Source: an optimization exercise on an open RTL-to-GDS flow (aim: small area, a short achievable clock period and few clock cycles). Production flows keep margins and buffers that such runs may drop.
In this exercise RTL edits were held to simulation tests only and were not proved equivalent to the original.
Power figures rest on the tool's default switching activity, not on a simulated workload.

==> flow/design.v <==
`timescale 1ns/100ps
`default_nettype none
module Milestone_1 (
		input logic Clock_50,
		input logic Resetn,
		input logic M1_Start,
		input logic [15:0] SRAM_read_data,
		output logic M1_Finish,
		output logic [15:0] M1_write_data,
		output logic [17:0] M1_address,
		output logic M1_we_n
);
localparam logic [17:0] U_BASE   = 18'd38400;
localparam logic [17:0] V_BASE   = 18'd57600;
localparam logic [17:0] RGB_BASE = 18'd146944;
logic        running;
logic [1:0]  fin_cnt;      
logic        fin_wait;
logic [2:0]  ph;           
logic [7:0]  kk;
logic        lin;          
logic [3:0]  li;           
logic [15:0] ypt;          
logic [17:0] wpt;          
logic ph0, ph1, ph2, ph3, ph4;
assign ph0 = (ph == 3'd0);
assign ph1 = (ph == 3'd1);
assign ph2 = (ph == 3'd2);
assign ph3 = (ph == 3'd3);
assign ph4 = (ph == 3'd4);
logic pair, wait_lead;
assign pair      = (kk >= 8'd2);
assign wait_lead = (kk == 8'd0);
logic l0, l2, l3, l4, l5, l6, l7, l8, l9, l10, l11;
assign l0  = lin & (li == 4'd0);
assign l2  = lin & (li == 4'd2);
assign l3  = lin & (li == 4'd3);
assign l4  = lin & (li == 4'd4);
assign l5  = lin & (li == 4'd5);
assign l6  = lin & (li == 4'd6);
assign l7  = lin & (li == 4'd7);
assign l8  = lin & (li == 4'd8);
assign l9  = lin & (li == 4'd9);
assign l10 = lin & (li == 4'd10);
assign l11 = lin & (li == 4'd11);
logic clamp;
assign clamp = (kk >= 8'd158);
logic is_write;
assign is_write = running & pair & (ph0 | ph1 | ph3);
logic uv_rd_slot;
assign uv_rd_slot = ph2 & (kk != 8'd0) & (kk <= 8'd155);
logic rd_u, rd_v, rd_y;
assign rd_u = l0 | l5 | (uv_rd_slot & kk[0]);
assign rd_v = l2 | l7 | ((kk == 8'd1) & ph1) | (uv_rd_slot & ~kk[0]);
assign rd_y = l9 | (ph4 & (kk != 8'd0) & (kk <= 8'd159));
logic [1:0] uv_off;
assign uv_off = (l0 | l2) ? 2'd0 : (l5 | l7) ? 2'd1 : 2'd2;
logic [17:0] uv_addr;
assign uv_addr = {3'd0, ypt[15:1]} + {2'd0, rd_v ? 8'd225 : 8'd150, 6'd0, uv_off};    
logic row_end, frame_end;
assign row_end   = (kk == 8'd161) & ph4;
assign frame_end = (kk == 8'd161) & ph3 & (ypt == 16'd38400);
always_ff @(posedge Clock_50 or negedge Resetn) begin
	if (!Resetn) begin
		running   <= 1'b0;
		fin_wait  <= 1'b0;
		fin_cnt   <= 2'd0;
		M1_Finish <= 1'b0;
		M1_we_n   <= 1'b1;
		ph        <= 3'd0;
		kk        <= 8'd0;
		lin       <= 1'b0;
		li        <= 4'd0;
		ypt       <= 16'd0;
		wpt       <= RGB_BASE;
	end else begin
		M1_we_n <= ~is_write;
		if (running) begin
			if (frame_end) begin
				running  <= 1'b0;
				fin_wait <= 1'b1;
			end
			if (row_end) begin
				ph <= 3'd0;
				kk <= 8'd0;
			end else if (wait_lead) begin
				if (l9) kk <= 8'd1;
			end else if (ph4) begin
				ph <= 3'd0;
				kk <= kk + 8'd1;
			end else begin
				ph <= ph + 3'd1;
			end
			if (frame_end) begin
				lin <= 1'b0;
			end else if ((kk == 8'd160) & ph1) begin
				lin <= 1'b1;
				li  <= 4'd0;
			end else if (lin) begin
				li <= li + 4'd1;
				if (li == 4'd11) lin <= 1'b0;
			end
			if (rd_y) ypt <= ypt + 16'd1;
			if (is_write) wpt <= wpt + 18'd1;
		end else if (fin_wait) begin
			fin_cnt <= fin_cnt + 2'd1;
			if (fin_cnt == 2'd1) begin
				M1_Finish <= 1'b1;
				fin_wait  <= 1'b0;
			end
		end else if (M1_Start & ~M1_Finish) begin
			running <= 1'b1;
			lin     <= 1'b1;
			li      <= 4'd0;
		end
	end
end
logic [2:0] ph_n;
always_comb begin
	if (~running | frame_end | row_end | ph4 | wait_lead)
		ph_n = 3'd0;
	else
		ph_n = ph + 3'd1;
end
logic sel_fv, sel_e, sel_w0, sel_w1, en_su, en_sv;
always_ff @(posedge Clock_50) begin
	sel_fv     <= (ph_n == 3'd2);
	en_su      <= (ph_n == 3'd2);
	en_sv      <= (ph_n == 3'd3);
	sel_e      <= (ph_n == 3'd3);
	sel_w0     <= (ph_n == 3'd0);
	sel_w1     <= (ph_n == 3'd1);
end
always_ff @(posedge Clock_50) begin
	if (is_write)
		M1_address <= wpt;
	else if (rd_u | rd_v)
		M1_address <= uv_addr;
	else
		M1_address <= {2'd0, ypt};
end
logic [7:0]  wu0, wu1, wu2, wu3, wu4, wu5;    
logic [7:0]  wv0, wv1, wv2, wv3, wv4, wv5;    
logic [7:0]  pend_h, pend_l;                   
logic [15:0] y_reg;
logic [8:0]  su, sv;                           
logic        nu, nv;                           
logic [7:0]  b0_reg;
wire [7:0] dh = SRAM_read_data[15:8];
wire [7:0] dl = SRAM_read_data[7:0];
logic shift_reg;    
assign shift_reg = pair & ph0;
logic sh_u, sh_v;
assign sh_u = shift_reg | l3 | l4 | l5 | l6 | l8 | l9;
assign sh_v = shift_reg | l5 | l6 | l7 | l8 | l10 | l11;
logic [7:0] u_in, v_in;
always_comb begin
	if (l3 | l8)
		u_in = dh;
	else if (l6 | l9)
		u_in = pend_h;
	else if (clamp | l4 | l5)
		u_in = wu5;
	else if (~kk[0])
		u_in = dh;
	else
		u_in = pend_h;
	if (l5 | l10)
		v_in = dh;
	else if (l8 | l11)
		v_in = pend_l;
	else if (clamp | l6 | l7)
		v_in = wv5;
	else if (~kk[0])
		v_in = pend_h;
	else
		v_in = pend_l;
end
logic ld_pend_h, ld_pend_l, pend_h_dl, pend_v2;
assign pend_v2   = (kk == 8'd1) & ph4;    
assign pend_h_dl = l3 | l8 | (shift_reg & ~kk[0]);
assign ld_pend_h = pend_h_dl | (shift_reg & kk[0]) | pend_v2;
assign ld_pend_l = l5 | l10 | (shift_reg & kk[0]) | pend_v2;
always_ff @(posedge Clock_50) begin
	if (ph2 & ~wait_lead) y_reg <= SRAM_read_data;
	if (sh_u) begin
		wu0 <= wu1; wu1 <= wu2; wu2 <= wu3; wu3 <= wu4; wu4 <= wu5; wu5 <= u_in;
	end
	if (sh_v) begin
		wv0 <= wv1; wv1 <= wv2; wv2 <= wv3; wv3 <= wv4; wv4 <= wv5; wv5 <= v_in;
	end
	if (ld_pend_h) pend_h <= pend_h_dl ? dl : dh;
	if (ld_pend_l) pend_l <= dl;
end
logic [7:0] f0, f1, f2, f3, f4, f5;
assign f0 = sel_fv ? wv0 : wu0;
assign f1 = sel_fv ? wv1 : wu1;
assign f2 = sel_fv ? wv2 : wu2;
assign f3 = sel_fv ? wv3 : wu3;
assign f4 = sel_fv ? wv4 : wu4;
assign f5 = sel_fv ? wv5 : wu5;
wire [8:0] fs1 = {1'b0, f0} + {1'b0, f5};
wire [8:0] fs2 = {1'b0, f1} + {1'b0, f4};
wire [8:0] fs3 = {1'b0, f2} + {1'b0, f3};
logic [9:0] fD13, fD12, fD32;
logic [8:0] fS3;
always_ff @(posedge Clock_50) begin
	fS3  <= fs3;
	fD13 <= {1'b0, fs1} - {1'b0, fs3};
	fD12 <= {1'b0, fs1} - {1'b0, fs2};
	fD32 <= {1'b0, fs3} - {1'b0, fs2};
end
wire [18:0] ftot;
wire ft_w1;
wire ft_w2;
wire ft_w3;
wire ft_w4;
wire ft_w5;
wire ft_w6;
wire ft_w7;
wire ft_w8;
wire ft_w9;
wire ft_w10;
wire ft_w11;
wire ft_w12;
wire ft_w13;
wire ft_w14;
wire ft_w15;
wire ft_w16;
wire ft_w17;
wire ft_w18;
wire ft_w19;
wire ft_w20;
wire ft_w21;
wire ft_w22;
wire ft_w23;
wire ft_w24;
wire ft_w25;
wire ft_w26;
wire ft_w27;
wire ft_w28;
wire ft_w29;
wire ft_w30;
wire ft_w31;
wire ft_w32;
wire ft_w33;
wire ft_w34;
wire ft_w35;
wire ft_w36;
wire ft_w37;
wire ft_w38;
wire ft_w39;
wire ft_w40;
wire ft_w41;
wire ft_w42;
wire ft_w43;
wire ft_w44;
wire ft_w45;
wire ft_w46;
wire ft_w47;
wire ft_w48;
wire ft_w49;
wire ft_w50;
wire ft_w51;
wire ft_w52;
wire ft_w53;
wire ft_w54;
wire ft_w55;
wire ft_w56;
wire ft_w57;
wire ft_w58;
wire ft_w59;
wire ft_w60;
wire ft_w61;
wire ft_w62;
wire ft_w63;
wire ft_w64;
wire ft_w65;
wire ft_w66;
assign {ft_w2, ft_w1} = fD12[5] + fD12[3];
assign {ft_w4, ft_w3} = fD13[8] + fD12[6] + fD12[4];
assign {ft_w6, ft_w5} = fD32[3] + fS3[1];
assign {ft_w8, ft_w7} = fD12[7] + fD12[5] + fD32[4];
assign {ft_w10, ft_w9} = fS3[2] + fD13[9];
assign {ft_w12, ft_w11} = fD12[6] + fD32[5] + fS3[3];
assign {ft_w14, ft_w13} = {~fD13[9]} + {~fD12[8]};
assign {ft_w16, ft_w15} = fD12[7] + fD32[6] + fS3[4];
assign {ft_w18, ft_w17} = fD12[8] + {~fD12[9]};
assign {ft_w20, ft_w19} = fD32[7] + fS3[5];
assign {ft_w22, ft_w21} = fD32[8] + fS3[6];
assign {ft_w24, ft_w23} = fD13[5] + fD12[3];
assign {ft_w26, ft_w25} = fD13[6] + fD12[4] + fD12[2];
assign {ft_w28, ft_w27} = fD32[2] + fS3[0] + ft_w1;
assign {ft_w30, ft_w29} = fD13[7] + ft_w2 + ft_w3;
assign {ft_w32, ft_w31} = ft_w4 + ft_w6 + ft_w7;
assign {ft_w34, ft_w33} = ft_w8 + ft_w10 + ft_w11;
assign {ft_w36, ft_w35} = ft_w12 + ft_w14 + ft_w15;
assign {ft_w38, ft_w37} = ft_w16 + ft_w18 + ft_w19;
assign {ft_w40, ft_w39} = fD12[8] + ft_w20 + ft_w21;
assign {ft_w42, ft_w41} = fS3[7] + ft_w22;
assign {ft_w44, ft_w43} = fD13[4] + fD12[2];
assign {ft_w46, ft_w45} = fD12[1] + fD32[0] + ft_w23;
assign {ft_w48, ft_w47} = fD32[1] + ft_w24 + ft_w25;
assign {ft_w50, ft_w49} = ft_w26 + ft_w27 + {~fD13[7]};
assign {ft_w52, ft_w51} = ft_w5 + ft_w28 + ft_w29;
assign {ft_w54, ft_w53} = ft_w9 + ft_w30 + ft_w31;
assign {ft_w56, ft_w55} = ft_w13 + ft_w32 + ft_w33;
assign {ft_w58, ft_w57} = ft_w17 + ft_w34 + ft_w35;
assign {ft_w60, ft_w59} = ft_w36 + ft_w37 + {~fD12[8]};
assign {ft_w62, ft_w61} = ft_w38 + ft_w39 + {~fD12[9]};
assign {ft_w64, ft_w63} = ft_w40 + ft_w41 + {~fD32[9]};
assign {ft_w66, ft_w65} = ft_w42 + {~fS3[8]};
wire [18:0] ft_ra = {{~fS3[8]}, {~fS3[8]}, {~fS3[8]}, ft_w64, ft_w62, ft_w60, ft_w58, ft_w56, ft_w54, ft_w52, ft_w50, ft_w48, ft_w46, ft_w44, fD12[0], fD13[3], fD13[2], fD13[1], fD13[0]};
wire [18:0] ft_rb = {1'b0, 1'b0, ft_w66, ft_w65, ft_w63, ft_w61, ft_w59, ft_w57, ft_w55, ft_w53, ft_w51, ft_w49, ft_w47, ft_w45, ft_w43, fD12[1], fD12[0], 1'b0, 1'b0};
assign ftot = ft_ra + ft_rb;
always_ff @(posedge Clock_50) begin
	if (en_su) begin
		su <= ftot[16:8];
		nu <= ftot[18];
	end
	if (en_sv) begin
		sv <= ftot[16:8];
		nv <= ftot[18];
	end
end
logic [7:0] ly;
logic [8:0] lu, lv;
logic [10:0] ly5, lu3, lv3;    
logic       lnu, lnv, hnu, hnv;
wire [7:0] ly_n = sel_e ? y_reg[15:8] : y_reg[7:0];
wire [8:0] lu_n = sel_e ? {1'b0, wu2} : su;
wire [8:0] lv_n = sel_e ? {1'b0, wv2} : sv;
always_ff @(posedge Clock_50) begin
	ly  <= ly_n;
	lu  <= lu_n;
	lv  <= lv_n;
	ly5 <= {1'b0, ly_n, 2'b00} + {3'b000, ly_n};
	lu3 <= {1'b0, lu_n, 1'b0} + {2'b00, lu_n};
	lv3 <= {1'b0, lv_n, 1'b0} + {2'b00, lv_n};
	lnu <= ~sel_e & nu;
	lnv <= ~sel_e & nv;
	hnu <= lnu;
	hnv <= lnv;
end
logic pnu, pnv;
assign pnu = hnu;
assign pnv = hnv;
wire [20:0] r_lsum;
wire rlo_w1;
wire rlo_w2;
wire rlo_w3;
wire rlo_w4;
wire rlo_w5;
wire rlo_w6;
wire rlo_w7;
wire rlo_w8;
wire rlo_w9;
wire rlo_w10;
wire rlo_w11;
wire rlo_w12;
wire rlo_w13;
wire rlo_w14;
wire rlo_w15;
wire rlo_w16;
wire rlo_w17;
wire rlo_w18;
wire rlo_w19;
wire rlo_w20;
wire rlo_w21;
wire rlo_w22;
wire rlo_w23;
wire rlo_w24;
wire rlo_w25;
wire rlo_w26;
wire rlo_w27;
wire rlo_w28;
wire rlo_w29;
wire rlo_w30;
wire rlo_w31;
wire rlo_w32;
wire rlo_w33;
wire rlo_w34;
wire rlo_w35;
wire rlo_w36;
wire rlo_w37;
wire rlo_w38;
wire rlo_w39;
wire rlo_w40;
wire rlo_w41;
wire rlo_w42;
wire rlo_w43;
wire rlo_w44;
wire rlo_w45;
wire rlo_w46;
wire rlo_w47;
wire rlo_w48;
wire rlo_w49;
wire rlo_w50;
wire rlo_w51;
wire rlo_w52;
wire rlo_w53;
wire rlo_w54;
wire rlo_w55;
wire rlo_w56;
wire rlo_w57;
wire rlo_w58;
wire rlo_w59;
wire rlo_w60;
wire rlo_w61;
wire rlo_w62;
wire rlo_w63;
wire rlo_w64;
wire rlo_w65;
wire rlo_w66;
wire rlo_w67;
wire rlo_w68;
wire rlo_w69;
wire rlo_w70;
wire rlo_w71;
wire rlo_w72;
wire rlo_w73;
wire rlo_w74;
wire rlo_w75;
wire rlo_w76;
assign {rlo_w2, rlo_w1} = lv[0] + lv[3];
assign {rlo_w4, rlo_w3} = lv[1] + lv[4] + lv3[8];
assign {rlo_w6, rlo_w5} = lv[2] + lv[5] + lv3[9];
assign {rlo_w8, rlo_w7} = ly[1] + lv[3] + lv[6];
assign {rlo_w10, rlo_w9} = ly[2] + ly5[0] + lv[4];
assign {rlo_w12, rlo_w11} = ly5[1] + lv[5] + lv[8];
assign {rlo_w14, rlo_w13} = ly[4] + ly5[2] + lv[6];
assign {rlo_w16, rlo_w15} = ly[5] + ly5[3];
assign {rlo_w18, rlo_w17} = ly[6] + ly5[4] + lv[8];
assign {rlo_w20, rlo_w19} = ly[7] + ly5[5] + lv3[1];
assign {rlo_w22, rlo_w21} = ly[1] + ly5[6] + lv3[2];
assign {rlo_w24, rlo_w23} = lv3[7] + ly[5];
assign {rlo_w26, rlo_w25} = rlo_w2 + rlo_w3 + {~ly[6]};
assign {rlo_w28, rlo_w27} = rlo_w4 + rlo_w5 + {~ly[7]};
assign {rlo_w30, rlo_w29} = lv3[10] + ly[0] + rlo_w6;
assign {rlo_w32, rlo_w31} = lv[7] + lv3[0] + rlo_w8;
assign {rlo_w34, rlo_w33} = lv3[1] + rlo_w10 + rlo_w11;
assign {rlo_w36, rlo_w35} = lv3[2] + ly[3] + rlo_w12;
assign {rlo_w38, rlo_w37} = lv[7] + lv3[3] + rlo_w14;
assign {rlo_w40, rlo_w39} = lv3[0] + lv3[4] + rlo_w16;
assign {rlo_w42, rlo_w41} = lv3[5] + rlo_w18 + rlo_w19;
assign {rlo_w44, rlo_w43} = lv3[6] + ly[0] + rlo_w20;
assign {rlo_w46, rlo_w45} = lv3[3] + {~ly[1]};
assign {rlo_w48, rlo_w47} = lv[0] + lv3[4] + {~ly[2]};
assign {rlo_w50, rlo_w49} = lv[1] + lv3[5] + {~ly[3]};
assign {rlo_w52, rlo_w51} = lv[2] + lv3[6] + ly[4];
assign {rlo_w54, rlo_w53} = rlo_w1 + rlo_w23 + {~ly[4]};
assign {rlo_w56, rlo_w55} = rlo_w24 + rlo_w25 + {~ly[5]};
assign {rlo_w58, rlo_w57} = rlo_w26 + rlo_w27 + {~ly[0]};
assign {rlo_w60, rlo_w59} = rlo_w7 + rlo_w28 + rlo_w29;
assign {rlo_w62, rlo_w61} = rlo_w9 + rlo_w30 + rlo_w31;
assign {rlo_w64, rlo_w63} = rlo_w32 + rlo_w33 + {~ly[3]};
assign {rlo_w66, rlo_w65} = rlo_w13 + rlo_w34 + rlo_w35;
assign {rlo_w68, rlo_w67} = rlo_w15 + rlo_w36 + rlo_w37;
assign {rlo_w70, rlo_w69} = rlo_w17 + rlo_w38 + rlo_w39;
assign {rlo_w72, rlo_w71} = rlo_w40 + rlo_w41 + {~ly[0]};
assign {rlo_w74, rlo_w73} = rlo_w21 + rlo_w42 + rlo_w43;
assign {rlo_w76, rlo_w75} = rlo_w22 + rlo_w44;
wire [20:0] rlo_ra = {1'b0, rlo_w76, rlo_w74, rlo_w72, rlo_w70, rlo_w68, rlo_w66, rlo_w64, rlo_w62, rlo_w60, rlo_w58, rlo_w56, rlo_w54, rlo_w52, rlo_w50, rlo_w48, rlo_w46, {~ly[0]}, lv3[2], lv3[1], lv3[0]};
wire [20:0] rlo_rb = {1'b0, 1'b0, rlo_w75, rlo_w73, rlo_w71, rlo_w69, rlo_w67, rlo_w65, rlo_w63, rlo_w61, rlo_w59, rlo_w57, rlo_w55, rlo_w53, rlo_w51, rlo_w49, rlo_w47, rlo_w45, ly[0], 1'b0, 1'b0};
assign r_lsum = rlo_ra + rlo_rb;
logic [2:0] r_cy;
always_ff @(posedge Clock_50) r_cy <= r_lsum[20:18];
logic [1:0] r_lb;
always_ff @(posedge Clock_50) r_lb <= r_lsum[17:16];
wire [8:0] r_hpre;
wire rhi_w1;
wire rhi_w2;
wire rhi_w3;
wire rhi_w4;
wire rhi_w5;
wire rhi_w6;
wire rhi_w7;
wire rhi_w8;
wire rhi_w9;
wire rhi_w10;
wire rhi_w11;
wire rhi_w12;
wire rhi_w13;
wire rhi_w14;
wire rhi_w15;
wire rhi_w16;
wire rhi_w17;
wire rhi_w18;
wire rhi_w19;
wire rhi_w20;
assign {rhi_w2, rhi_w1} = ly[2] + ly5[7];
assign {rhi_w4, rhi_w3} = ly[3] + ly5[8] + lv3[4];
assign {rhi_w6, rhi_w5} = ly[4] + ly5[9] + lv3[5];
assign {rhi_w8, rhi_w7} = ly[5] + ly5[10] + lv3[6];
assign {rhi_w10, rhi_w9} = lv3[3] + lv3[7];
assign {rhi_w12, rhi_w11} = lv3[8] + rhi_w2 + rhi_w3;
assign {rhi_w14, rhi_w13} = lv3[9] + rhi_w4 + rhi_w5;
assign {rhi_w16, rhi_w15} = lv3[10] + rhi_w6 + rhi_w7;
assign {rhi_w18, rhi_w17} = ly[6] + lv3[7] + rhi_w8;
assign {rhi_w20, rhi_w19} = ly[7] + lv3[8];
wire [8:0] rhi_ra = {1'b0, lv3[10], lv3[9], rhi_w18, rhi_w16, rhi_w14, rhi_w12, rhi_w10, rhi_w1};
wire [8:0] rhi_rb = {1'b0, 1'b0, rhi_w20, rhi_w19, rhi_w17, rhi_w15, rhi_w13, rhi_w11, rhi_w9};
assign r_hpre = rhi_ra + rhi_rb;
logic [8:0] r_hreg;
always_ff @(posedge Clock_50) r_hreg <= r_hpre;
wire [8:0] r_hsum = r_hreg + {6'd0, r_cy} + 9'd456;
wire [10:0] r_sum = {r_hsum, r_lb};
wire [19:0] g_lsum;
wire glo_w1;
wire glo_w2;
wire glo_w3;
wire glo_w4;
wire glo_w5;
wire glo_w6;
wire glo_w7;
wire glo_w8;
wire glo_w9;
wire glo_w10;
wire glo_w11;
wire glo_w12;
wire glo_w13;
wire glo_w14;
wire glo_w15;
wire glo_w16;
wire glo_w17;
wire glo_w18;
wire glo_w19;
wire glo_w20;
wire glo_w21;
wire glo_w22;
wire glo_w23;
wire glo_w24;
wire glo_w25;
wire glo_w26;
wire glo_w27;
wire glo_w28;
wire glo_w29;
wire glo_w30;
wire glo_w31;
wire glo_w32;
wire glo_w33;
wire glo_w34;
wire glo_w35;
wire glo_w36;
wire glo_w37;
wire glo_w38;
wire glo_w39;
wire glo_w40;
wire glo_w41;
wire glo_w42;
wire glo_w43;
wire glo_w44;
wire glo_w45;
wire glo_w46;
wire glo_w47;
wire glo_w48;
wire glo_w49;
wire glo_w50;
wire glo_w51;
wire glo_w52;
wire glo_w53;
wire glo_w54;
wire glo_w55;
wire glo_w56;
wire glo_w57;
wire glo_w58;
wire glo_w59;
wire glo_w60;
wire glo_w61;
wire glo_w62;
wire glo_w63;
wire glo_w64;
wire glo_w65;
wire glo_w66;
wire glo_w67;
wire glo_w68;
wire glo_w69;
wire glo_w70;
wire glo_w71;
wire glo_w72;
wire glo_w73;
wire glo_w74;
wire glo_w75;
wire glo_w76;
wire glo_w77;
wire glo_w78;
wire glo_w79;
wire glo_w80;
wire glo_w81;
wire glo_w82;
wire glo_w83;
wire glo_w84;
wire glo_w85;
wire glo_w86;
wire glo_w87;
wire glo_w88;
wire glo_w89;
wire glo_w90;
wire glo_w91;
wire glo_w92;
wire glo_w93;
wire glo_w94;
wire glo_w95;
wire glo_w96;
wire glo_w97;
wire glo_w98;
wire glo_w99;
wire glo_w100;
wire glo_w101;
wire glo_w102;
assign {glo_w2, glo_w1} = ly[3] + ly5[1];
assign {glo_w4, glo_w3} = ly5[2] + {~lu[3]} + {~lu3[0]};
assign {glo_w6, glo_w5} = ly5[3] + ly[4] + {~lu[4]};
assign {glo_w8, glo_w7} = ly[6] + ly5[4] + ly[5];
assign {glo_w10, glo_w9} = ly[7] + ly5[5] + {~lu[6]};
assign {glo_w12, glo_w11} = ly[4] + {~lu3[3]};
assign {glo_w14, glo_w13} = ly[5] + {~lu3[4]} + {~lv[2]};
assign {glo_w16, glo_w15} = ly[6] + lu3[5] + lv[3];
assign {glo_w18, glo_w17} = {~ly[7]} + {~lu3[6]};
assign {glo_w20, glo_w19} = ly[1] + ly[0] + {~lu[0]};
assign {glo_w22, glo_w21} = ly5[0] + {~lu[1]} + {~lu3[8]};
assign {glo_w24, glo_w23} = ly[2] + glo_w1 + {~lu[2]};
assign {glo_w26, glo_w25} = {~lu3[9]} + {~lv[0]};
assign {glo_w28, glo_w27} = glo_w2 + glo_w3 + {~lu3[10]};
assign {glo_w30, glo_w29} = lv[1] + lv[8] + ly[4];
assign {glo_w32, glo_w31} = glo_w4 + glo_w5 + {~lu3[1]};
assign {glo_w34, glo_w33} = lv[2] + lv3[0] + ly[5];
assign {glo_w36, glo_w35} = glo_w6 + glo_w7 + {~lu[5]};
assign {glo_w38, glo_w37} = lu3[2] + lv[3] + lv3[1];
assign {glo_w40, glo_w39} = glo_w8 + glo_w9 + {~lu3[3]};
assign {glo_w42, glo_w41} = lv[4] + lv3[2] + ly[0];
assign {glo_w44, glo_w43} = ly[1] + {~lu3[0]};
assign {glo_w46, glo_w45} = ly[2] + lu3[1] + lv[4];
assign {glo_w48, glo_w47} = ly[3] + {~lu3[2]} + {~lv[0]};
assign {glo_w50, glo_w49} = glo_w11 + {~lv[1]} + {~lv[6]};
assign {glo_w52, glo_w51} = glo_w12 + glo_w13 + {~lv[7]};
assign {glo_w54, glo_w53} = glo_w14 + {~lv[8]} + {~ly[5]};
assign {glo_w56, glo_w55} = glo_w17 + {~lv[4]} + {~ly[0]};
assign {glo_w58, glo_w57} = glo_w18 + glo_w19 + {~lu3[7]};
assign {glo_w60, glo_w59} = glo_w20 + glo_w21 + {~lv[6]};
assign {glo_w62, glo_w61} = glo_w22 + glo_w23 + glo_w25;
assign {glo_w64, glo_w63} = glo_w24 + glo_w26 + glo_w27;
assign {glo_w66, glo_w65} = glo_w28 + glo_w31 + {~glo_w30};
assign {glo_w68, glo_w67} = glo_w32 + glo_w35 + {~glo_w34};
assign {glo_w70, glo_w69} = glo_w36 + glo_w39 + {~glo_w38};
assign {glo_w72, glo_w71} = ly[0] + glo_w10 + glo_w40;
assign {glo_w74, glo_w73} = glo_w43 + {~lv[3]};
assign {glo_w76, glo_w75} = glo_w44 + {~ly[1]} + {~glo_w45};
assign {glo_w78, glo_w77} = glo_w47 + {~lv[5]} + {~glo_w46};
assign {glo_w80, glo_w79} = glo_w48 + glo_w49 + {~ly[3]};
assign {glo_w82, glo_w81} = glo_w50 + glo_w51 + {~ly[4]};
assign {glo_w84, glo_w83} = glo_w52 + glo_w53 + {~glo_w15};
assign {glo_w86, glo_w85} = glo_w54 + glo_w55 + {~glo_w16};
assign {glo_w88, glo_w87} = glo_w56 + glo_w57 + {~lv[5]};
assign {glo_w90, glo_w89} = glo_w58 + glo_w59 + {~ly[2]};
assign {glo_w92, glo_w91} = glo_w60 + glo_w61 + {~lv[7]};
assign {glo_w94, glo_w93} = glo_w62 + glo_w63 + {~glo_w29};
assign {glo_w96, glo_w95} = glo_w64 + glo_w65 + {~glo_w33};
assign {glo_w98, glo_w97} = glo_w66 + glo_w67 + {~glo_w37};
assign {glo_w100, glo_w99} = glo_w68 + glo_w69 + {~glo_w41};
assign {glo_w102, glo_w101} = glo_w70 + glo_w71 + {~glo_w42};
wire [19:0] glo_ra = {1'b0, glo_w72, glo_w100, glo_w98, glo_w96, glo_w94, glo_w92, glo_w90, glo_w88, glo_w86, glo_w84, glo_w82, glo_w80, glo_w78, glo_w76, glo_w74, {~ly[0]}, ly[0], {~lv[1]}, lv[0]};
wire [19:0] glo_rb = {1'b0, glo_w102, glo_w101, glo_w99, glo_w97, glo_w95, glo_w93, glo_w91, glo_w89, glo_w87, glo_w85, glo_w83, glo_w81, glo_w79, glo_w77, glo_w75, glo_w73, {~lv[2]}, {~lv[0]}, 1'b0};
assign g_lsum = glo_ra + glo_rb;
logic [2:0] g_cy;
always_ff @(posedge Clock_50) g_cy <= g_lsum[19:17];
logic [0:0] g_lb;
always_ff @(posedge Clock_50) g_lb <= g_lsum[16:16];
wire [9:0] g_hpre;
wire ghi_w1;
wire ghi_w2;
wire ghi_w3;
wire ghi_w4;
wire ghi_w5;
wire ghi_w6;
wire ghi_w7;
wire ghi_w8;
wire ghi_w9;
wire ghi_w10;
wire ghi_w11;
wire ghi_w12;
wire ghi_w13;
wire ghi_w14;
wire ghi_w15;
wire ghi_w16;
wire ghi_w17;
wire ghi_w18;
wire ghi_w19;
wire ghi_w20;
wire ghi_w21;
wire ghi_w22;
wire ghi_w23;
wire ghi_w24;
wire ghi_w25;
wire ghi_w26;
wire ghi_w27;
wire ghi_w28;
wire ghi_w29;
wire ghi_w30;
wire ghi_w31;
wire ghi_w32;
wire ghi_w33;
wire ghi_w34;
wire ghi_w35;
wire ghi_w36;
wire ghi_w37;
wire ghi_w38;
wire ghi_w39;
wire ghi_w40;
wire ghi_w41;
wire ghi_w42;
wire ghi_w43;
wire ghi_w44;
wire ghi_w45;
wire ghi_w46;
assign {ghi_w2, ghi_w1} = ly[1] + ly5[6] + {~lu[7]};
assign {ghi_w4, ghi_w3} = ly[2] + ly5[7] + {~lu[8]};
assign {ghi_w6, ghi_w5} = {~lu3[5]} + {~lv[6]};
assign {ghi_w8, ghi_w7} = ly[3] + ly5[8] + {~lu3[6]};
assign {ghi_w10, ghi_w9} = {~lv[7]} + {~lv3[5]};
assign {ghi_w12, ghi_w11} = ly[4] + ly5[9] + {~lu3[7]};
assign {ghi_w14, ghi_w13} = {~lv[8]} + {~lv3[6]};
assign {ghi_w16, ghi_w15} = ly[5] + ly5[10] + {~lu3[8]};
assign {ghi_w18, ghi_w17} = ghi_w1 + {~lu3[4]};
assign {ghi_w20, ghi_w19} = ghi_w2 + ghi_w3 + ghi_w5;
assign {ghi_w22, ghi_w21} = ghi_w4 + ghi_w6 + ghi_w7;
assign {ghi_w24, ghi_w23} = ghi_w8 + ghi_w10 + ghi_w11;
assign {ghi_w26, ghi_w25} = ghi_w12 + ghi_w14 + ghi_w15;
assign {ghi_w28, ghi_w27} = ly[6] + ghi_w16 + {~lu3[9]};
assign {ghi_w30, ghi_w29} = ly[7] + {~lu3[10]};
assign {ghi_w32, ghi_w31} = ghi_w17 + {~lv[5]};
assign {ghi_w34, ghi_w33} = ghi_w18 + ghi_w19 + {~lv3[4]};
assign {ghi_w36, ghi_w35} = ghi_w9 + ghi_w20 + ghi_w21;
assign {ghi_w38, ghi_w37} = ghi_w13 + ghi_w22 + ghi_w23;
assign {ghi_w40, ghi_w39} = ghi_w24 + ghi_w25 + {~lv3[7]};
assign {ghi_w42, ghi_w41} = ghi_w26 + ghi_w27 + {~lv3[8]};
assign {ghi_w44, ghi_w43} = ghi_w28 + ghi_w29 + {~lv3[9]};
assign {ghi_w46, ghi_w45} = ghi_w30 + {~lv3[10]};
wire [9:0] ghi_ra = {1'b0, ghi_w46, ghi_w44, ghi_w42, ghi_w40, ghi_w38, ghi_w36, ghi_w34, ghi_w32, {~lv3[3]}};
wire [9:0] ghi_rb = {1'b0, 1'b0, ghi_w45, ghi_w43, ghi_w41, ghi_w39, ghi_w37, ghi_w35, ghi_w33, ghi_w31};
assign g_hpre = ghi_ra + ghi_rb;
logic [9:0] g_hreg;
always_ff @(posedge Clock_50) g_hreg <= g_hpre;
wire [9:0] g_hsum = g_hreg + {7'd0, g_cy} + 10'd687;
wire [10:0] g_sum = {g_hsum, g_lb};
wire [20:0] b_lsum;
wire blo_w1;
wire blo_w2;
wire blo_w3;
wire blo_w4;
wire blo_w5;
wire blo_w6;
wire blo_w7;
wire blo_w8;
wire blo_w9;
wire blo_w10;
wire blo_w11;
wire blo_w12;
wire blo_w13;
wire blo_w14;
wire blo_w15;
wire blo_w16;
wire blo_w17;
wire blo_w18;
wire blo_w19;
wire blo_w20;
wire blo_w21;
wire blo_w22;
wire blo_w23;
wire blo_w24;
wire blo_w25;
wire blo_w26;
wire blo_w27;
wire blo_w28;
wire blo_w29;
wire blo_w30;
wire blo_w31;
wire blo_w32;
wire blo_w33;
wire blo_w34;
wire blo_w35;
wire blo_w36;
wire blo_w37;
wire blo_w38;
wire blo_w39;
wire blo_w40;
wire blo_w41;
wire blo_w42;
wire blo_w43;
wire blo_w44;
wire blo_w45;
wire blo_w46;
wire blo_w47;
wire blo_w48;
wire blo_w49;
wire blo_w50;
wire blo_w51;
wire blo_w52;
wire blo_w53;
wire blo_w54;
wire blo_w55;
wire blo_w56;
wire blo_w57;
wire blo_w58;
wire blo_w59;
wire blo_w60;
wire blo_w61;
wire blo_w62;
wire blo_w63;
wire blo_w64;
wire blo_w65;
wire blo_w66;
wire blo_w67;
wire blo_w68;
wire blo_w69;
wire blo_w70;
wire blo_w71;
wire blo_w72;
wire blo_w73;
wire blo_w74;
wire blo_w75;
wire blo_w76;
wire blo_w77;
wire blo_w78;
wire blo_w79;
wire blo_w80;
wire blo_w81;
wire blo_w82;
wire blo_w83;
wire blo_w84;
wire blo_w85;
wire blo_w86;
wire blo_w87;
wire blo_w88;
wire blo_w89;
wire blo_w90;
wire blo_w91;
wire blo_w92;
assign {blo_w2, blo_w1} = lu[0] + lu3[4];
assign {blo_w4, blo_w3} = lu[1] + lu3[5] + lu3[8];
assign {blo_w6, blo_w5} = lu[2] + lu3[6] + lu3[9];
assign {blo_w8, blo_w7} = lu[0] + lu[3] + lu3[7];
assign {blo_w10, blo_w9} = lu3[10] + ly[0];
assign {blo_w12, blo_w11} = ly5[0] + lu[1] + lu[4];
assign {blo_w14, blo_w13} = lu3[8] + ly[1] + {~ly[2]};
assign {blo_w16, blo_w15} = ly[3] + ly5[1] + lu[2];
assign {blo_w18, blo_w17} = lu[5] + lu3[9] + ly[2];
assign {blo_w20, blo_w19} = ly[4] + ly5[2] + lu[3];
assign {blo_w22, blo_w21} = lu[6] + lu3[10];
assign {blo_w24, blo_w23} = ly[5] + ly5[3] + lu[4];
assign {blo_w26, blo_w25} = ly[6] + ly5[4];
assign {blo_w28, blo_w27} = ly[7] + ly5[5];
assign {blo_w30, blo_w29} = ly5[6] + lu[0] + lu[7];
assign {blo_w32, blo_w31} = lu3[0] + lu3[3];
assign {blo_w34, blo_w33} = lu3[1] + lu3[4];
assign {blo_w36, blo_w35} = lu3[2] + lu3[5];
assign {blo_w38, blo_w37} = lu3[3] + lu3[6];
assign {blo_w40, blo_w39} = lu3[7] + ly[5] + blo_w1;
assign {blo_w42, blo_w41} = blo_w2 + blo_w3 + {~ly[6]};
assign {blo_w44, blo_w43} = blo_w4 + blo_w5 + {~ly[7]};
assign {blo_w46, blo_w45} = blo_w6 + blo_w7 + blo_w9;
assign {blo_w48, blo_w47} = blo_w8 + blo_w10 + blo_w11;
assign {blo_w50, blo_w49} = blo_w12 + blo_w14 + blo_w15;
assign {blo_w52, blo_w51} = blo_w16 + blo_w18 + blo_w19;
assign {blo_w54, blo_w53} = lu[7] + blo_w20 + blo_w22;
assign {blo_w56, blo_w55} = lu[5] + lu[8] + blo_w24;
assign {blo_w58, blo_w57} = lu[6] + blo_w26 + blo_w27;
assign {blo_w60, blo_w59} = ly[0] + blo_w28 + blo_w29;
assign {blo_w62, blo_w61} = blo_w31 + {~ly[1]};
assign {blo_w64, blo_w63} = blo_w32 + blo_w33 + {~ly[2]};
assign {blo_w66, blo_w65} = blo_w34 + blo_w35 + {~ly[3]};
assign {blo_w68, blo_w67} = ly[4] + blo_w36 + blo_w37;
assign {blo_w70, blo_w69} = blo_w38 + blo_w39 + {~ly[4]};
assign {blo_w72, blo_w71} = blo_w40 + blo_w41 + {~ly[5]};
assign {blo_w74, blo_w73} = blo_w42 + blo_w43 + {~ly[0]};
assign {blo_w76, blo_w75} = blo_w44 + blo_w45 + {~ly[1]};
assign {blo_w78, blo_w77} = blo_w13 + blo_w46 + blo_w47;
assign {blo_w80, blo_w79} = blo_w17 + blo_w48 + blo_w49;
assign {blo_w82, blo_w81} = blo_w21 + blo_w50 + blo_w51;
assign {blo_w84, blo_w83} = blo_w23 + blo_w52 + blo_w53;
assign {blo_w86, blo_w85} = blo_w25 + blo_w54 + blo_w55;
assign {blo_w88, blo_w87} = blo_w56 + blo_w57 + {~ly[0]};
assign {blo_w90, blo_w89} = blo_w58 + blo_w59 + {~ly[1]};
assign {blo_w92, blo_w91} = ly[1] + blo_w30 + blo_w60;
wire [20:0] blo_ra = {1'b0, blo_w92, blo_w90, blo_w88, blo_w86, blo_w84, blo_w82, blo_w80, blo_w78, blo_w76, blo_w74, blo_w72, blo_w70, blo_w68, blo_w66, blo_w64, blo_w62, {~ly[0]}, lu3[2], lu3[1], lu3[0]};
wire [20:0] blo_rb = {1'b0, 1'b0, blo_w91, blo_w89, blo_w87, blo_w85, blo_w83, blo_w81, blo_w79, blo_w77, blo_w75, blo_w73, blo_w71, blo_w69, blo_w67, blo_w65, blo_w63, blo_w61, ly[0], 1'b0, 1'b0};
assign b_lsum = blo_ra + blo_rb;
logic [2:0] b_cy;
always_ff @(posedge Clock_50) b_cy <= b_lsum[20:18];
logic [1:0] b_lb;
always_ff @(posedge Clock_50) b_lb <= b_lsum[17:16];
wire [8:0] b_hpre;
wire bhi_w1;
wire bhi_w2;
wire bhi_w3;
wire bhi_w4;
wire bhi_w5;
wire bhi_w6;
wire bhi_w7;
wire bhi_w8;
wire bhi_w9;
wire bhi_w10;
wire bhi_w11;
wire bhi_w12;
wire bhi_w13;
wire bhi_w14;
wire bhi_w15;
wire bhi_w16;
wire bhi_w17;
wire bhi_w18;
wire bhi_w19;
wire bhi_w20;
assign {bhi_w2, bhi_w1} = ly[2] + ly5[7];
assign {bhi_w4, bhi_w3} = ly[3] + ly5[8];
assign {bhi_w6, bhi_w5} = ly[4] + ly5[9];
assign {bhi_w8, bhi_w7} = ly[5] + ly5[10];
assign {bhi_w10, bhi_w9} = lu[1] + lu[8];
assign {bhi_w12, bhi_w11} = lu[2] + bhi_w2 + bhi_w3;
assign {bhi_w14, bhi_w13} = lu[3] + bhi_w4 + bhi_w5;
assign {bhi_w16, bhi_w15} = lu[4] + bhi_w6 + bhi_w7;
assign {bhi_w18, bhi_w17} = ly[6] + lu[5] + bhi_w8;
assign {bhi_w20, bhi_w19} = ly[7] + lu[6];
wire [8:0] bhi_ra = {1'b0, lu[8], lu[7], bhi_w18, bhi_w16, bhi_w14, bhi_w12, bhi_w10, bhi_w1};
wire [8:0] bhi_rb = {1'b0, 1'b0, bhi_w20, bhi_w19, bhi_w17, bhi_w15, bhi_w13, bhi_w11, bhi_w9};
assign b_hpre = bhi_ra + bhi_rb;
logic [8:0] b_hreg;
always_ff @(posedge Clock_50) b_hreg <= b_hpre;
wire [8:0] b_hsum = b_hreg + {6'd0, b_cy} + 9'd442;
wire [10:0] b_sum = {b_hsum, b_lb};
function automatic [7:0] clip(input logic [10:0] s, input logic neg);
	if (neg | s[10])
		clip = 8'd0;
	else if (|s[9:8])
		clip = 8'd255;
	else
		clip = s[7:0];
endfunction
logic [7:0] r_px, g_px, b_px;
assign r_px = clip(r_sum, pnv);
assign g_px = clip(g_sum, pnu | pnv);
assign b_px = clip(b_sum, pnu);
always_ff @(posedge Clock_50) begin
	b0_reg <= b_px;
	if (sel_w0)
		M1_write_data <= {r_px, g_px};
	else if (sel_w1)
		M1_write_data <= {b0_reg, r_px};
	else
		M1_write_data <= {g_px, b_px};
end
endmodule
==> flow/flow/run.sh <==
#!/bin/bash
# Standard layout with two changes to how it is made (the clock period and
# constraints stay the design's): timing repair aims for extra setup slack,
# and the port buffers are plain buffers (buf_2) rather than the resizer's
# default pick.
set -euo pipefail
MARGIN=${MARGIN:-8.5}
bash standard.sh SETUP_SLACK_MARGIN=$MARGIN "BUFFER_PORTS_ARGS=-buffer_cell sky130_fd_sc_hd__buf_2" finish > standard_flow.log 2>&1
==> flow/standard.sh <==
#!/bin/bash
# synth_recipe.tcl (not shown) runs the flow's synth.tcl, then flattens the netlist and writes it again
# the make line also repeats each setting of config.mk as NAME=value (left out here)
make -C /OpenROAD-flow-scripts/flow DESIGN_CONFIG=/design/flow/config.mk WORK_HOME=/design/flow/orfs CLKGATE_MAP_FILE= SYNTH_SCRIPT=/design/flow/synth_recipe.tcl "${@:-finish}"
==> flow/config.mk <==
export PLATFORM = sky130hd
export DESIGN_NAME = Milestone_1
export DESIGN_NICKNAME = Milestone_1
export VERILOG_FILES = /design/flow/design.v
export SDC_FILE = /design/flow/constraint.sdc
export NUM_CORES = 4
export LEC_CHECK = 0
export CAP_MARGIN = 20
export CORE_MARGIN = 2
export CORE_UTILIZATION = 40
export PLACE_DENSITY = 0.6
export SLEW_MARGIN = 20
==> flow/constraint.sdc <==
create_clock -name core_clock -period 12.0 [get_ports {Clock_50}]
set_input_delay 2.4000 -clock core_clock [delete_from_list [all_inputs] [get_ports {Clock_50}]]
set_output_delay 2.4000 -clock core_clock [all_outputs]
set_load 0.01 [all_outputs]
==> results of run 1 <==
timing repair:
action | CTS | global route
buffers inserted | 40 | 19
gates resized for setup | 107 | 96
gates cloned | 2 | 1
endpoints found under the setup margin | 60 | 63
hold buffers | 0 | 0
pin swaps | 38 | 50
metrics by stage:
| stage | utilization | instance area [um^2] |
|---|---|---|
| after floorplan | - | 25400 |
| after global placement | 0.424 | 26600 |
| after detailed placement | 0.424 | 26600 |
| after CTS | 0.460 | 28900 |
| after global routing | 0.470 | 29600 |
| final | 0.470 | 29600 |
layout make-up:
type,instances,area [um^2],share of cell area
clock inverters,26,299,0.0101
inverters,401,1520,0.0513
clock buffers,60,1250,0.0422
flip-flops and latches,388,9640,0.326
multi-input cells,1532,14900,0.503
repair buffers,127,943,0.0319
well taps,846,1060,0.0358
layer usage:
layer / global-route usage / vias up
li1: - / 8249
met1: 0.245 / 8353
met2: 0.324 / 303
met3: 0.0237 / 89
met4: 0.0533 / 0
met5: 0 / -
cell usage in the layout, fill, tap and decap left out, types with 12 or more instances in the layout:
master and instances:
inv_1 385, ha_1 239, fa_1 162, edfxtp_1 148
dfxtp_1 146, nor2_1 126, nand2_1 107, xnor2_1 92
a21oi_1 81, mux2_2 76, buf_4 67, o21ai_0 63
buf_2 52, nor2b_1 51, clkbuf_16 48, dfrtp_1 47
a21o_1 47, xor2_1 39, nor3_1 34, mux2i_1 30
nand3_1 29, nand4_1 24, a21oi_2 21, o21a_1 21
dfxtp_4 19, dfxtp_2 19, o211ai_1 17, and3_1 15
ha_4 15, nand2b_1 14, fa_2 14, inv_2 12
cell families (layout without fill, tap and decap cells):
family,after synthesis,after routing,synth area share
AOI/OAI and AO/OA,384,384,0.101
buffers and inverters,435,614,0.0663
adders and majority gates,436,436,0.267
DFF,388,388,0.376
xor gates and xnor gates,145,145,0.0501
muxes,110,110,0.0474
and+or+nand+nor,457,457,0.0915
path summary, 6_finish.rpt:
| kind | from | endpoint | slack (ns) | cells past startpoint |
|---|---|---|---|---|
| min in group asynchronous | Resetn | wpt[2]$_DFFE_PN0P_ | 1.95 | 2 |
| max in group asynchronous | Resetn | kk[1]$_DFFE_PN0P_ | 9.49 | 2 |
| setup reg to reg | ly[4]$_DFF_P_ | g_cy[1]$_DFF_P_ | 8.18 | 15 |
| hold / removal | lnu$_DFF_P_ | hnu$_DFF_P_ | 0.33 | 0 |
| hold reg to reg | lnu$_DFF_P_ | hnu$_DFF_P_ | 0.33 | 0 |
| setup / recovery | ly[4]$_DFF_P_ | g_cy[1]$_DFF_P_ | 8.18 | 15 |
power groups by stage:
stage / sequential (uW) / clock [uW] / combinational [uW]
detailed placement: 1490 / 0 / 597
global placement: 1490 / 0 / 578
CTS: 1460 / 1450 / 602
floorplan: 1470 / 0 / 435
global route: 1470 / 1500 / 684
finish: 1460 / 1420 / 598
==> impl_metrics.ini, run 1 <==
[outcome]
outcome = no timing/DRC/antenna violations

[clocking]
numCtsBuffers = 46
cts.sinks = 388
htreeDepth = 2
tritoncts = done
clockRootBuffer = clkbuf_16
clk_latency_ns = 0.61
clkTransAtPathRegs_ns = 0.06
clk_path_buf_depth = 3

[drt]
wl_met2_um = 30100
initialDrtViolationCount = 928
vias = 17000
wl_per_cell_um = 18.2
drt-total-wl_um = 61600
first_pass_iters = 5
drc_errors = 0
wl_met3_um = 2220
viasPerCell = 5.03
wirelength_met1_um = 27900
top_layer = met4
ant_nets = 0

[worst_hold_path]
hold_path_class = reg -> reg

[floorplanning]
rows = 92
dieWidth_um = 256
start_util = 0.403
die_h_um = 256
dieArea_um2 = 65400
io_pins = 55
core_um2 = 62900

[setup_path]
critPathMostFrequentCell = fa_1
worst-path-buf-inv = 4
critPathMaxFanout = 3
cp.arrival_ns = 4.36
start_kind = flip-flop
worstPathCellList = clkinvlp_4 > fa_1 > inv_1 > fa_1 > inv_1 > fa_1 > fa_1 > inv_1 > ha_1 > nand2_1 > nor2_1 > a21oi_1 > nand2_2 > a2111oi_2 > nand3b_1
cp-end-kind = flip-flop
critPathKind = reg -> reg
critPathSlowestCell = fa_1
critPathTopFamily = adder cells
max_stage_delay_ns = 0.54
cp_data_required_time_ns = 12.53

[sta]
fin_ws_ns = 8.18
setup_viol = 0
min_period_over_period = 0.319
layout_min_cycle_time_ns = 3.82
final.setup.tns_ns = 0
max_slew_margin = 0.321
holdWs_ns = 0.329
final_max_slew_viol_count = 0
rsz0062_at_grt = yes
tightest_slew_ns = 1.01
hold_viol = 0
fmax_mhz = 262
fin_skew_ns = 0.0333

[global_route]
grt_pass1_vias = 17900
antenna_found_initial = 0
grt_max_degree = 57
grt_pass1_wl_um = 96800
grt_overflow = 0
grt.total_usage = 0.187

[cells_and_area]
drive_gt1_frac = 0.188
area_growth_pct = 16.6
n_antenna_cell = 0
reg_top3 = M1_address: 18 flops, wpt: 18 flops
fin_nets = 2951
fill_cells = 5786
finalNonFillerCells = 3380

[synth]
ys.warnings.count = 1
synth_edf_count = 148
ys_seq_elements = 388
synthFlopType = dfxtp_1
yosys-top-cells-area = edfxtp_1 18%, dfxtp_1 15%, fa_1 14%, ha_1 13%, inv_1 5.9%
ys_seq_area_frac = 0.376
yosysMostFrequentCell = inv_1
yosysUniqueCellTypes = 85
syn-cell-area_um2 = 25300
yosysTopAreaCellShare = 0.175
syn-instance-count = 2355
synth_fp_nets = 2810
synth_top_area_cell = edfxtp_1
syn_avg_cell_area_um2 = 10.8
synth_commonest_cells = 400 x inv_1, 260 x ha_1, 184 x dfxtp_1
synthArstFlopShare = 0.144

[placed_design]
dp_cells = 3232
io_buffers = 54
dp_hpwl_um = 46800
globalplace.congestion = 0.874
pre_cts_ws_ns = 7.61

[power_and_ir_drop]
combPwrFrac = 0.172
power_density_nw_per_um2 = 118
finalPower_uw = 3470
sequentialPowerShare = 0.420
cellLeakagePower_uw = 0.0132
cellInternalPower_uw = 2480
ir_drop_mv = 0.113
switchingPower_uw = 996
netSwitchingFraction = 0.287
clock_power_share = 0.408

[run]
drv_cap = 0
Testbench counts, summed over its fixed seeds: cycles 774,760.
==> run 2: changes to the inputs <==
--- a/flow/flow/run.sh
+++ b/flow/flow/run.sh
@@ -6,3 +6,3 @@
 set -euo pipefail
-MARGIN=${MARGIN:-8.5}
+MARGIN=${MARGIN:-9}
 bash standard.sh SETUP_SLACK_MARGIN=$MARGIN "BUFFER_PORTS_ARGS=-buffer_cell sky130_fd_sc_hd__buf_2" finish > standard_flow.log 2>&1
==> run 2 against run 1 <==
  * Still clean on timing, DRC and antenna
  * Routed wire length increased by 4.5%
  * Combinational power increased by 8.2%
  * Clock power decreased by 3%
  * Design area increased by 7.4%
  * Flip-flop and latch count unchanged
  * Register-to-register slack about the same
  * Clock skew increased by 0.0027 ns
  * Sequential share of layout area decreased by 2.2 points
  * Non-clock buffer count increased by 86
  * Area after synthesis unchanged
  * Largest cell class unchanged
==> impl_metrics.ini, run 2 <==
[outcome]
outcome = no timing/DRC/antenna violations

[power_and_ir_drop]
power_density_nw_per_um2 = 110
cellLeakagePower_uw = 0.0140
finalPower_uw = 3480
ir_drop_mv = 0.135

[drt]
drc_errors = 0
vias = 17600
viasPerCell = 5.08
initialDrtViolationCount = 955
ant_nets = 0
drt-total-wl_um = 64400
first_pass_iters = 5
wl_per_cell_um = 18.6

[floorplanning]
dieArea_um2 = 65400
dieWidth_um = 256
io_pins = 55
core_um2 = 62900
rows = 92
start_util = 0.403
die_h_um = 256

[synth]
synthArstFlopShare = 0.144
syn-instance-count = 2355
synth_edf_count = 148
syn-cell-area_um2 = 25300
synthFlopType = dfxtp_1
ys_seq_elements = 388
ys.warnings.count = 1
synth_top_area_cell = edfxtp_1
ys_seq_area_frac = 0.376
synth_commonest_cells = 400 x inv_1, 260 x ha_1, 184 x dfxtp_1
yosysMostFrequentCell = inv_1
syn_avg_cell_area_um2 = 10.8
yosys-top-cells-area = edfxtp_1 18%, dfxtp_1 15%, fa_1 14%, ha_1 13%, inv_1 5.9%
synth_fp_nets = 2810
yosysTopAreaCellShare = 0.175
yosysUniqueCellTypes = 85

[sta]
fmax_mhz = 261
hold_viol = 0
setup_viol = 0
tightest_slew_ns = 1.05
rsz0062_at_grt = yes
fin_skew_ns = 0.0360
max_slew_margin = 0.297
layout_min_cycle_time_ns = 3.83
min_period_over_period = 0.320
final.setup.tns_ns = 0
final_max_slew_viol_count = 0

[global_route]
grt.total_usage = 0.194
grt_pass1_wl_um = 100000
grt_pass1_vias = 18300
grt_overflow = 0
antenna_found_initial = 0
grt_max_degree = 57

[worst_hold_path]
min_path_cells = 0
worstHoldStart = lnu$_DFF_P_
holdPathEnd = hnu$_DFF_P_
hold_path_class = reg -> reg

[run]
drv_cap = 0

[placed_design]
io_buffers = 54
dp_hpwl_um = 47300
globalplace.congestion = 0.916

[setup_path]
cp-end-kind = flip-flop
cp_data_required_time_ns = 12.53
reg2reg_slack_ns = 8.17
critPathKind = reg -> reg
critPathMaxFanout = 3
cp-startpoint = ly[4]$_DFF_P_
start_kind = flip-flop
cp.arrival_ns = 4.37
r2r_cells = 14
r2r_start = ly[4]$_DFF_P_
r2r-end = g_cy[1]$_DFF_P_

[cells_and_area]
area_growth_pct = 25.2
fin_util = 0.505
drive_gt1_frac = 0.278
reg_top3 = M1_address: 18 flops, wpt: 18 flops
fill_cells = 5492
final_cell_mix = 372 x inv_1, 200 x ha_1, 159 x fa_1
n_antenna_cell = 0
final_common_cell = inv_1
fin_nets = 3035

[clocking]
clk_path_buf_depth = 3
clk_latency_ns = 0.60
cts.sinks = 388
clockRootBuffer = clkbuf_16
numCtsBuffers = 44
tritoncts = done
htreeDepth = 2
cts_hold_buf = 0
clkTransAtPathRegs_ns = 0.06
run 2: cell counts after synthesis:
No cell type changed its count.
run 2: worst max-delay path, cell delays in order, from the launching register on:
cell and delay [ns]:
dfxtp_4 0.36, clkinvlp_4 0.09, fa_1 0.48, inv_1 0.05
fa_1 0.47, inv_1 0.05, fa_1 0.45, fa_1 0.51
inv_2 0.05, ha_4 0.25, a21oi_4 0.13, nand3_1 0.09
a311o_1 0.38, a2111oi_2 0.28, nand3b_1 0.15
run 2: worst max path at each step:
stage / end / slack (ns)
after floorplan: g_cy[1]$_DFF_P_ / 8.03
after global placement: g_cy[1]$_DFF_P_ / 7.81
after detailed placement: g_cy[1]$_DFF_P_ / 7.73
after CTS: g_cy[1]$_DFF_P_ / 8.16
after global routing: g_cy[0]$_DFF_P_ / 8.02
final: g_cy[1]$_DFF_P_ / 8.17
run 2: routing by layer:
metal | global-route usage | vias up | part of all wire
met5 | 0 | - | 0
met4 | 0.0461 | 0 | 0.023
li1 | - | 8415 | -
met2 | 0.341 | 279 | 0.50
met3 | 0.0261 | 97 | 0.033
met1 | 0.253 | 8793 | 0.44
run 2: where the power goes:
| part | leakage, uW | switching (uW) | internal, uW |
|---|---|---|---|
| clock | 0.000702 | 570 | 805 |
| sequential | 0.00376 | 41.8 | 1420 |
| combinational | 0.00951 | 374 | 274 |
run 2: repair_timing:
item / 4_1_cts / 5_1_grt
endpoints found under the setup margin: 130 / 127
pin swaps: 99 / 100
gates resized for setup: 184 / 194
cloned: 2 / 1
buffers inserted: 79 / 66
run 2: cells by family after synthesis:
group,Yosys count,synth area share
muxes,110,0.0474
DFF,388,0.376
xor gates and xnor gates,145,0.0501
and+or+nand+nor,457,0.0915
adders and majority gates,436,0.267
AOI/OAI and AO/OA,384,0.101
buffers and inverters,435,0.0663
run 2: stage by stage:
step	hold slack (ns)	instance area (um^2)	worst slack (ns)	instances
floorplan	0.310	26100	8.03	2355
global placement	0.314	27200	7.81	3232
detailed placement	0.314	27200	7.73	3232
CTS	0.330	30300	8.16	3395
global route	0.338	31700	8.02	3462
finish	0.330	31700	8.17	3462
run 2: area by class of cell:
cell class	instances	area, um^2	share of cell area
multi-input cells	1532	16200	0.511
clock inverters	20	243	0.00765
clock buffers	62	1230	0.0387
repair buffers	213	1810	0.0569
inverters	401	1530	0.0482
well taps	846	1060	0.0334
flip-flops and latches	388	9650	0.304
==> run 3: changes to the inputs <==
--- a/flow/flow/run.sh
+++ b/flow/flow/run.sh
@@ -6,3 +6,3 @@
 set -euo pipefail
-MARGIN=${MARGIN:-9}
+MARGIN=${MARGIN:-8}
 bash standard.sh SETUP_SLACK_MARGIN=$MARGIN "BUFFER_PORTS_ARGS=-buffer_cell sky130_fd_sc_hd__buf_2" finish > standard_flow.log 2>&1
--- a/flow/config.mk
+++ b/flow/config.mk
@@ -9,4 +9,4 @@
 export CORE_MARGIN = 2
-export CORE_UTILIZATION = 40
-export PLACE_DENSITY = 0.6
+export CORE_UTILIZATION = 60
+export PLACE_DENSITY = 0.75
 export SLEW_MARGIN = 20
==> run 3 against run 2 <==
  * Hold slack worse by 0.0043 ns
  * Register-to-register slack worse by 0.17 ns
  * Power is 4.2% lower
  * Cell count is 13% lower
  * Via count is 3.0% lower
  * Die area is 33% lower
  * Still clean on timing, DRC and antenna
  * Non-clock buffer count is 144 lower
  * Largest cell class unchanged
  * Clock power is 7% lower
  * Clock skew is 0.023 ns lower
  * Area after synthesis stayed put
  * Core utilization is 16 points higher
  * Routed wire length is 11% lower
==> impl_metrics.ini, run 3 <==
[sta]
fin_ws_ns = 7.99
tightest_slew_ns = 1.02
setup_viol = 0
min_period_over_period = 0.334
fmax_mhz = 250
hold_viol = 0
final.setup.tns_ns = 0
rsz0062_at_grt = yes
fin_skew_ns = 0.0132
layout_min_cycle_time_ns = 4.01
final_max_slew_viol_count = 0
max_slew_margin = 0.320

[clocking]
cts.sinks = 388
cts_hold_buf = 0
clk_latency_ns = 0.57
clkTransAtPathRegs_ns = 0.06
numCtsBuffers = 43
clk_path_buf_depth = 3
htreeDepth = 2
tritoncts = done
clockRootBuffer = clkbuf_16

[setup_path]
max_stage_delay_ns = 0.55
critPathKind = reg -> reg
cp-end-kind = flip-flop
worst-path-buf-inv = 4
critPathMostFrequentCell = fa_1
critPathTopFamily = adder cells
worstPathCellList = clkinvlp_4 > fa_1 > inv_1 > fa_1 > inv_1 > fa_1 > fa_1 > inv_1 > ha_4 > a21oi_4 > nand3_1 > a311o_1 > a2111oi_4 > nand3b_1
critPathMaxFanout = 3
cp.arrival_ns = 4.52
cp_data_required_time_ns = 12.51
start_kind = flip-flop
critPathSlowestCell = fa_1

[global_route]
grt.total_usage = 0.265
grt_pass1_vias = 17500
grt_max_degree = 59
antenna_found_initial = 0
grt_pass1_wl_um = 91000
grt_overflow = 0

[drt]
initialDrtViolationCount = 920
wl_per_cell_um = 19.0
ant_nets = 0
drt-total-wl_um = 57100
first_pass_iters = 5
vias = 17100
viasPerCell = 5.67
drc_errors = 0

[synth]
synth_top_area_cell = edfxtp_1
syn-instance-count = 2355
ys.warnings.count = 1
syn-cell-area_um2 = 25300
synth_edf_count = 148
synth_fp_nets = 2810
yosysTopAreaCellShare = 0.175
syn_avg_cell_area_um2 = 10.8
synth_commonest_cells = 400 x inv_1, 260 x ha_1, 184 x dfxtp_1
synth_adder_area_share = 0.267
synth_top_family_by_area = adder cells
synth_compound_area_frac = 0.101
yosysUniqueCellTypes = 85
synthArstFlopShare = 0.144
synth-simple-area-share = 0.0915
ys_seq_area_frac = 0.376
synth_xor_area_frac = 0.0501
yosys-top-cells-area = edfxtp_1 18%, dfxtp_1 15%, fa_1 14%, ha_1 13%, inv_1 5.9%
ys_seq_elements = 388
synthFlopType = dfxtp_1
yosysMostFrequentCell = inv_1
synthMuxAreaShare = 0.0474

[cells_and_area]
fin_util = 0.664
fin_nets = 2890
area_growth_pct = 9.65
fill_cells = 3185
n_antenna_cell = 0
reg_top3 = M1_address: 18 flops, wpt: 18 flops
final_cell_mix = 398 x inv_1, 259 x ha_1, 174 x fa_1
drive_gt1_frac = 0.113
final_common_cell = inv_1
final_area_um2 = 27800

[placed_design]
postPlaceCellArea_um2 = 26200
pre_cts_ws_ns = 7.60
globalplace.congestion = 0.955
io_buffers = 54
dp_hpwl_um = 44300

[floorplanning]
dieArea_um2 = 43900
dieWidth_um = 210
die_h_um = 210
rows = 75
io_pins = 55
start_util = 0.606
core_um2 = 41900

[power_and_ir_drop]
ir_drop_mv = 0.137
cellLeakagePower_uw = 0.0127
power_density_nw_per_um2 = 120

[outcome]
outcome = no timing/DRC/antenna violations

[run]
drv_cap = 0

[worst_hold_path]
hold_path_class = reg -> reg
run 3: metal layers:
metal  track usage  routed length, um
met5             0                  0
met4         0.106               2120
met3        0.0389               2700
met2         0.459              28300
met1         0.338              24000
run 3: layout make-up:
cell class              instances  area (um^2)  share of cell area
multi-input cells            1532        14200               0.512
well taps                     539          674              0.0243
clock inverters                18          161             0.00581
clock buffers                  61         1220              0.0438
flip-flops and latches        388         9570               0.344
inverters                     401         1510              0.0544
repair buffers                 69          425              0.0153
run 3: kinds of logic after synthesis:
| group | Yosys count |
|---|---|
| mux | 110 |
| compound gates | 384 |
| fa+ha+maj | 436 |
| simple gates | 457 |
| xor+xnor | 145 |
| flops | 388 |
| buf+inv | 435 |
run 3: path summary, 6_finish.rpt:
kind                               start                  to  slack [ns]  depth (start not counted)
min in group asynchronous         Resetn   li[2]$_DFFE_PN0P_        1.97                          2
hold reg to reg              lnu$_DFF_P_         hnu$_DFF_P_        0.33                          0
hold / removal               lnu$_DFF_P_         hnu$_DFF_P_        0.33                          0
max in group asynchronous         Resetn  ypt[6]$_DFFE_PN0P_        9.54                          2
setup / recovery           ly[4]$_DFF_P_     g_cy[1]$_DFF_P_        7.99                         14
setup reg to reg           ly[4]$_DFF_P_     g_cy[1]$_DFF_P_        7.99                         14
run 3: worst reg2reg max path, stage by stage (launching register included):
cell and delay, ns:
dfxtp_4 0.36, clkinvlp_4 0.10, fa_1 0.55, inv_1 0.05, fa_1 0.47, inv_1 0.06
fa_1 0.46, fa_1 0.49, inv_1 0.07, ha_4 0.26, a21oi_4 0.16, nand3_1 0.09
a311o_1 0.40, a2111oi_4 0.31, nand3b_1 0.14
run 3: through the flow:
stage	instances	total power [uW]	hold WS [ns]
after floorplan	2355	1910	0.310
after global placement	2924	2060	0.312
after detailed placement	2924	2080	0.312
after CTS	3007	3370	0.326
after global routing	3008	3490	0.333
final	3008	3340	0.326
run 3: timing repair:
item,CTS,global route
pin swaps,0,6
gates cloned,0,1
setup endpoints to repair,25,24
resized for setup,25,23
hold endpoints to repair,0,0
buffers inserted,4,0
run 3: where the power goes:
part / total, uW / switching (uW) / internal (uW)
clock network: 1280 / 529 / 752
logic: 588 / 349 / 239
registers: 1470 / 46.7 / 1420
==> run 4: changes to the inputs <==
--- a/flow/config.mk
+++ b/flow/config.mk
@@ -9,4 +9,4 @@
 export CORE_MARGIN = 2
-export CORE_UTILIZATION = 60
-export PLACE_DENSITY = 0.75
+export CORE_UTILIZATION = 70
+export PLACE_DENSITY = 0.85
 export SLEW_MARGIN = 20
==> run 4 against run 3 <==
  * Still clean on timing, DRC and antenna
  * Flip-flop and latch count is the same
  * Combinational power is essentially flat
  * Area after synthesis stayed put
  * Clock power grew 7%
==> impl_metrics.ini, run 4 <==
[clocking]
cts_hold_buf = 0
clockRootBuffer = clkbuf_16
tritoncts = done
numCtsBuffers = 41
cts.sinks = 388
clk_path_buf_depth = 3
clkTransAtPathRegs_ns = 0.07
htreeDepth = 2
clk_latency_ns = 0.59

[sta]
fmax_mhz = 249
layout_min_cycle_time_ns = 4.01
rsz0062_at_grt = yes
fin_skew_ns = 0.0317
tightest_slew_ns = 0.989
hold_viol = 0
final_max_slew_viol_count = 0
min_period_over_period = 0.334
max_slew_margin = 0.337
setup_viol = 0
fin_ws_ns = 7.99
final.setup.tns_ns = 0

[power_and_ir_drop]
power_density_nw_per_um2 = 123
ir_drop_mv = 0.161
cellLeakagePower_uw = 0.0129

[drt]
wl_per_cell_um = 20.4
initialDrtViolationCount = 1257
ant_nets = 0
viasPerCell = 6.03
vias = 17800
drt-total-wl_um = 60300
first_pass_iters = 24
drc_errors = 0

[synth]
yosys-top-cells-area = edfxtp_1 18%, dfxtp_1 15%, fa_1 14%, ha_1 13%, inv_1 5.9%
ys_seq_area_frac = 0.376
yosysTopAreaCellShare = 0.175
syn-instance-count = 2355
synth_top_area_cell = edfxtp_1
ys_seq_elements = 388
synthArstFlopShare = 0.144
syn-cell-area_um2 = 25300
synth_edf_count = 148
ys.warnings.count = 1
synth_commonest_cells = 400 x inv_1, 260 x ha_1, 184 x dfxtp_1
synth_fp_nets = 2810
synthFlopType = dfxtp_1
syn_avg_cell_area_um2 = 10.8
yosysUniqueCellTypes = 85
yosysMostFrequentCell = inv_1

[cells_and_area]
fill_cells = 2199
final_common_cell = inv_1
n_antenna_cell = 0
final_cell_mix = 395 x inv_1, 257 x ha_1, 175 x fa_1
fin_nets = 2912
fin_util = 0.785
reg_top3 = M1_address: 18 flops, wpt: 18 flops
multi_input_area_um2 = 14200
area_growth_pct = 10.4
seqCellArea_um2 = 9580
drive_gt1_frac = 0.127

[setup_path]
r2r_start = ly[4]$_DFF_P_
reg2reg_slack_ns = 7.99
start_kind = flip-flop
cp_data_required_time_ns = 12.53
critPathKind = reg -> reg
cp.arrival_ns = 4.54
cp-end-kind = flip-flop
cp-startpoint = ly[4]$_DFF_P_
critPathMaxFanout = 3

[global_route]
grt.total_usage = 0.327
grt_pass1_wl_um = 96100
grt_use_met1 = 0.402
grt_pass1_vias = 18300
antenna_found_initial = 0
grt_overflow = 0
grt_util_met2 = 0.579
top_usage_layer = met2
grt_util_met3 = 0.0536
grt_max_degree = 59

[floorplanning]
rows = 69
dieArea_um2 = 37700
io_pins = 55
die_h_um = 194
core_um2 = 35700
start_util = 0.711
dieWidth_um = 194

[placed_design]
globalplace.congestion = 0.992
io_buffers = 54
pre_cts_ws_ns = 7.43
dp_hpwl_um = 44900

[run]
drv_cap = 0

[worst_hold_path]
hold_path_class = reg -> reg
worstHoldStart = lnu$_DFF_P_

[outcome]
outcome = no timing/DRC/antenna violations
-- run 4: path summary, 6_finish.rpt --
| kind | end | cells after the start |
|---|---|---|
| min in group asynchronous | wpt[8]$_DFFE_PN0P_ | 2 |
| worst max register to register | g_cy[1]$_DFF_P_ | 14 |
| worst min-delay path | hnu$_DFF_P_ | 0 |
| max in group asynchronous | ypt[12]$_DFFE_PN0P_ | 2 |
| worst min register to register | hnu$_DFF_P_ | 0 |
| worst max-delay path | g_cy[1]$_DFF_P_ | 14 |
-- run 4: what timing repair did --
item                                    CTS  global route
resized for setup                        26            33
pin swaps                                 2             4
gates cloned                              0             1
buffers inserted                          6            22
endpoints found under the setup margin   30            21
-- run 4: kinds of logic (layout without fill, tap and decap cells) --
logic type      count (synthesis)  count (layout)  synth area share
fa+ha+maj                     436             436             0.267
compound gates                384             384             0.101
simple gates                  457             457            0.0915
mux                           110             110            0.0474
xor+xnor                      145             145            0.0501
flops                         388             388             0.376
buf+inv                       435             570            0.0663
-- run 4: worst max-delay path, cell delays in order, from the launching register on --
cell	delay [ns]
dfxtp_4	0.37
clkinvlp_4	0.09
fa_1	0.53
inv_1	0.05
fa_1	0.50
inv_2	0.04
fa_1	0.45
fa_1	0.51
inv_2	0.05
ha_4	0.23
a21oi_4	0.19
nand3_2	0.09
a311o_1	0.38
a2111oi_2	0.31
nand3b_1	0.17
-- run 4: power by group --
group	total [uW]	switching [uW]	internal, uW
clock	1370	547	827
combinational	591	353	239
sequential	1470	45.0	1420
total	3430	944	2490
-- run 4: through the flow --
step | hold slack (ns) | std cells | total power [uW] | cell area (um^2)
after global placement | 0.311 | 2846 | 2060 | 26100
after floorplan | 0.310 | 2355 | 1910 | 25400
after CTS | 0.329 | 2928 | 3450 | 27700
after detailed placement | 0.315 | 2846 | 2080 | 26100
after global routing | 0.335 | 2951 | 3570 | 28000
final | 0.326 | 2951 | 3430 | 28000
-- run 4: per-layer routing --
metal  vias up  wire [um]
met2       734      30500
met4         0       2390
met1      8701      23300
met5         -          0
li1       8187          -
met3       172       4170
-- run 4: final cells by class --
cell class | count | area share
Timing Repair Buffer | 93 | 0.0215
Tap cell | 461 | 0.0206
Inverter | 401 | 0.0542
Clock inverter | 23 | 0.0118
Multi-Input combinational cell | 1532 | 0.509
Clock buffer | 53 | 0.0405
Sequential cell | 388 | 0.342

Setup slack of run 4, layout unchanged: 7.988 ns with ideal ports, 7.988 ns with driving cells assumed (clock clkbuf_16, inputs buf_2), 7.988 ns with port delays also shifted by the 0.631 ns mid clock arrival.
